Background: an optimization exercise with open tools, aiming at small area. Do not read the settings as production practice.
In this exercise RTL edits were held to simulation tests only and were not proved equivalent to the original.

==> build 19 <==
Design cordic_amplitude_angle, start of the top module:
module cordic_amplitude_angle (
    input                clk,
    input                rst_n,
    input  signed [31:0] x,
    input  signed [31:0] y,
    input                pre_vaild,
    output signed [31:0] amplitude,
    output signed [31:0] angle,
    output reg           post_vaild
);
wire sx_i = x[31];
wire [28:0] ax_i = sx_i ? (~x[28:0] + 29'd1) : x[28:0];
wire [29:0] y_i = y[29:0];
wire d0 = y_i[29];
wire nd0 = ~d0;
wire e0 = d0 ^ ~sx_i;
wire [28:0] xo0 = y_i[28:0] ^ {29{d0}};
wire [29:0] Xn0_p, Xn0_g;
assign Xn0_p[0] = ax_i[0] ^ xo0[0]; assign Xn0_g[0] = ax_i[0] & xo0[0];
assign Xn0_p[1] = ax_i[1] ^ xo0[1]; assign Xn0_g[1] = ax_i[1] & xo0[1];
assign Xn0_p[2] = ax_i[2] ^ xo0[2]; assign Xn0_g[2] = ax_i[2] & xo0[2];
assign Xn0_p[3] = ax_i[3] ^ xo0[3]; assign Xn0_g[3] = ax_i[3] & xo0[3];
assign Xn0_p[4] = ax_i[4] ^ xo0[4]; assign Xn0_g[4] = ax_i[4] & xo0[4];
assign Xn0_p[5] = ax_i[5] ^ xo0[5]; assign Xn0_g[5] = ax_i[5] & xo0[5];
assign Xn0_p[6] = ax_i[6] ^ xo0[6]; assign Xn0_g[6] = ax_i[6] & xo0[6];
assign Xn0_p[7] = ax_i[7] ^ xo0[7]; assign Xn0_g[7] = ax_i[7] & xo0[7];
assign Xn0_p[8] = ax_i[8] ^ xo0[8]; assign Xn0_g[8] = ax_i[8] & xo0[8];
assign Xn0_p[9] = ax_i[9] ^ xo0[9]; assign Xn0_g[9] = ax_i[9] & xo0[9];
assign Xn0_p[10] = ax_i[10] ^ xo0[10]; assign Xn0_g[10] = ax_i[10] & xo0[10];
assign Xn0_p[11] = ax_i[11] ^ xo0[11]; assign Xn0_g[11] = ax_i[11] & xo0[11];
assign Xn0_p[12] = ax_i[12] ^ xo0[12]; assign Xn0_g[12] = ax_i[12] & xo0[12];
assign Xn0_p[13] = ax_i[13] ^ xo0[13]; assign Xn0_g[13] = ax_i[13] & xo0[13];
assign Xn0_p[14] = ax_i[14] ^ xo0[14]; assign Xn0_g[14] = ax_i[14] & xo0[14];
assign Xn0_p[15] = ax_i[15] ^ xo0[15]; assign Xn0_g[15] = ax_i[15] & xo0[15];
assign Xn0_p[16] = ax_i[16] ^ xo0[16]; assign Xn0_g[16] = ax_i[16] & xo0[16];
assign Xn0_p[17] = ax_i[17] ^ xo0[17]; assign Xn0_g[17] = ax_i[17] & xo0[17];
assign Xn0_p[18] = ax_i[18] ^ xo0[18]; assign Xn0_g[18] = ax_i[18] & xo0[18];
assign Xn0_p[19] = ax_i[19] ^ xo0[19]; assign Xn0_g[19] = ax_i[19] & xo0[19];
assign Xn0_p[20] = ax_i[20] ^ xo0[20]; assign Xn0_g[20] = ax_i[20] & xo0[20];
assign Xn0_p[21] = ax_i[21] ^ xo0[21]; assign Xn0_g[21] = ax_i[21] & xo0[21];
assign Xn0_p[22] = ax_i[22] ^ xo0[22]; assign Xn0_g[22] = ax_i[22] & xo0[22];
assign Xn0_p[23] = ax_i[23] ^ xo0[23]; assign Xn0_g[23] = ax_i[23] & xo0[23];
  ...
clock: 7.5 ns
lec_check: 0
cap_margin: 20
core_margin: 2
core_utilization: 40
slew_margin: 20
standard.sh (not shown) runs the stock make flow with config.mk's settings and CLKGATE_MAP_FILE= SYNTH_SCRIPT=/design/flow/synth_recipe.tcl, a recipe that flattens the netlist after the stock synthesis.
==> flow/flow/run.sh <==
#!/bin/bash
# The standard layout flow (standard.sh), with the port buffers that global
# placement inserts on every input and output made of sky130_fd_sc_hd__buf_1
# cells instead of the default choice; the resizer may still upsize them.
export BUFFER_PORTS_ARGS="-buffer_cell sky130_fd_sc_hd__buf_1"
# Remove the buffers ABC inserted and let the resizer buffer the design instead.
export REMOVE_ABC_BUFFERS=1
bash standard.sh > standard_flow.log 2>&1
status=$?
cp standard.sh standard_copy.sh.txt 2>/dev/null
exit $status
==> build 6 (differences from build 19) <==
==> flow/flow/run.sh (replaced) <==
#!/bin/bash
# The standard layout flow (standard.sh) with one change: the buffers that
# global placement puts on every input and output port are
# sky130_fd_sc_hd__buf_1 cells instead of the default choice (the resizer may
# still upsize them). standard.sh's own output goes to standard_flow.log; each
# ORFS step keeps its full log under orfs/logs/.
export BUFFER_PORTS_ARGS="-buffer_cell sky130_fd_sc_hd__buf_1"
bash standard.sh > standard_flow.log 2>&1
Settings changed: CTS_CLUSTER_DIAMETER from default to 70, CTS_CLUSTER_SIZE from default to 25.
==> summary of the runs <==
- In build 19 the fmax is higher than in build 6, by about 1.4%.
- Between build 19 and build 6, the lower clock skew is in build 19 (gap 0.044 ns).
- Sequential share of layout area: build 6 is higher than build 19 (0.15 points).

* * *

==> inputs of branch delta <==
cordic_amplitude_angle, a different RTL version from the one above (not shown whole).
Design cordic_amplitude_angle, start of the top module:
module cordic_amplitude_angle (
    input                clk,
    input                rst_n,
    input  signed [31:0] x,
    input  signed [31:0] y,
    input                pre_vaild,
    output signed [31:0] amplitude,
    output signed [31:0] angle,
    output reg           post_vaild
);
clock: 7.5 ns
lec_check: 0
cap_margin: 20
core_margin: 2
core_utilization: 40
gpl_timing_driven: 0
slew_margin: 20
==> flow/flow/run.sh <==
#!/bin/bash
# The standard layout flow (standard.sh) with two changes:
# - the buffers that global placement puts on every input and output port are
#   sky130_fd_sc_hd__buf_1 cells instead of the default choice (the resizer may
#   still upsize them);
# - clock tree synthesis clusters up to 25 flip-flops within 70 um per leaf
#   buffer and inserts no dummy loads.
# standard.sh's own output goes to standard_flow.log; each ORFS step keeps its
# full log under orfs/logs/.
export BUFFER_PORTS_ARGS="-buffer_cell sky130_fd_sc_hd__buf_1"
export CTS_ARGS="-sink_clustering_enable -repair_clock_nets -sink_clustering_size 25 -sink_clustering_max_diameter 70 -dont_use_dummy_load"
bash standard.sh > standard_flow.log 2>&1
==> branch garnet: changes against branch delta <==
==> flow/flow/run.sh (replaced) <==
#!/bin/bash
# The standard layout flow (standard.sh) with two changes:
# - the buffers that global placement puts on every input and output port are
#   sky130_fd_sc_hd__buf_1 cells instead of the default choice (the resizer may
#   still upsize them);
# - clock tree synthesis clusters up to 30 flip-flops within 80 um per leaf
#   buffer and inserts no dummy loads.
# standard.sh's own output goes to standard_flow.log; each ORFS step keeps its
# full log under orfs/logs/.
export BUFFER_PORTS_ARGS="-buffer_cell sky130_fd_sc_hd__buf_1"
export CTS_ARGS="-sink_clustering_enable -repair_clock_nets -sink_clustering_size 30 -sink_clustering_max_diameter 80 -dont_use_dummy_load"
bash standard.sh > standard_flow.log 2>&1
GPL_TIMING_DRIVEN = unset   (was 0)
==> run summary <==
metric	branch delta	branch garnet
Outcome	finished clean	finished clean
Non-clk buf share	0.0199	0.0150
CP dominant cell by count	ha_1	fa_1
Clock transition time at the flip-flop clock pins of the worst setup and hold paths	90 ps	100 ps
Met1 layer wirelength in the final routing	55.2 mm	52.0 mm
Total wire length	120 mm	114 mm
Final weighted congestion of routability-driven global placement	0.898	0.878
Critical Path End Type	flip-flop	primary output
Data required time at the worst endpoint	7930 ps	6000 ps
End of the critical path	X_s9[29]$_DFF_P_	amplitude[29]
Pin count of the biggest net entering global routing	26	59
Count of vias placed by the detailed router	36,700	35,900
Fin crit share	0.953	0.957
GRT Resource Usage Total	0.183	0.175
Number of CTS-inserted buffers	46	40
Worst setup path start	Y_s7[25]$_DFF_P_	L_s16[7]$_DFF_P_
Origin of the worst min-delay path	e2_s7$_DFF_P_	e1_s3$_DFF_P_

==> afterwards: timing with drivers on the ports <==
Ports are ideal in the flow. The routed layouts listed here were re-timed in OpenROAD. Step 1, drivers: a clkbuf_16 drives clk and a buf_2 each remaining input, both assumed. Step 2 moves the port delays by t, midway between the first and last clock arrival at a register: inputs arrive t later, outputs are due t later. That takes back most of the time a late clock gives input paths. Three values: no drivers, after step 1, after step 2; two values: the first two.
run | t, ns | setup slack, ns | worst setup path at the end | latest minus earliest clock arrival (ns) | pins driven straight from the clock port
build 19 | 0.722 | 0.241 / 0.175 / 0.546 | register to register | 0.018 / 0.017 | 1
build 6 | 0.709 | 0.139 / 0.068 / 0.429 | register to register | 0.062 / 0.061 | 1
branch delta | 0.667 | 0.350 / 0.312 / 0.350 | register to register | 0.126 / 0.126 | 1
branch garnet | 0.643 | 0.324 / 0.257 / 0.510 | register to register | 0.064 / 0.064 | 1
After both steps every run listed still meets setup and hold.
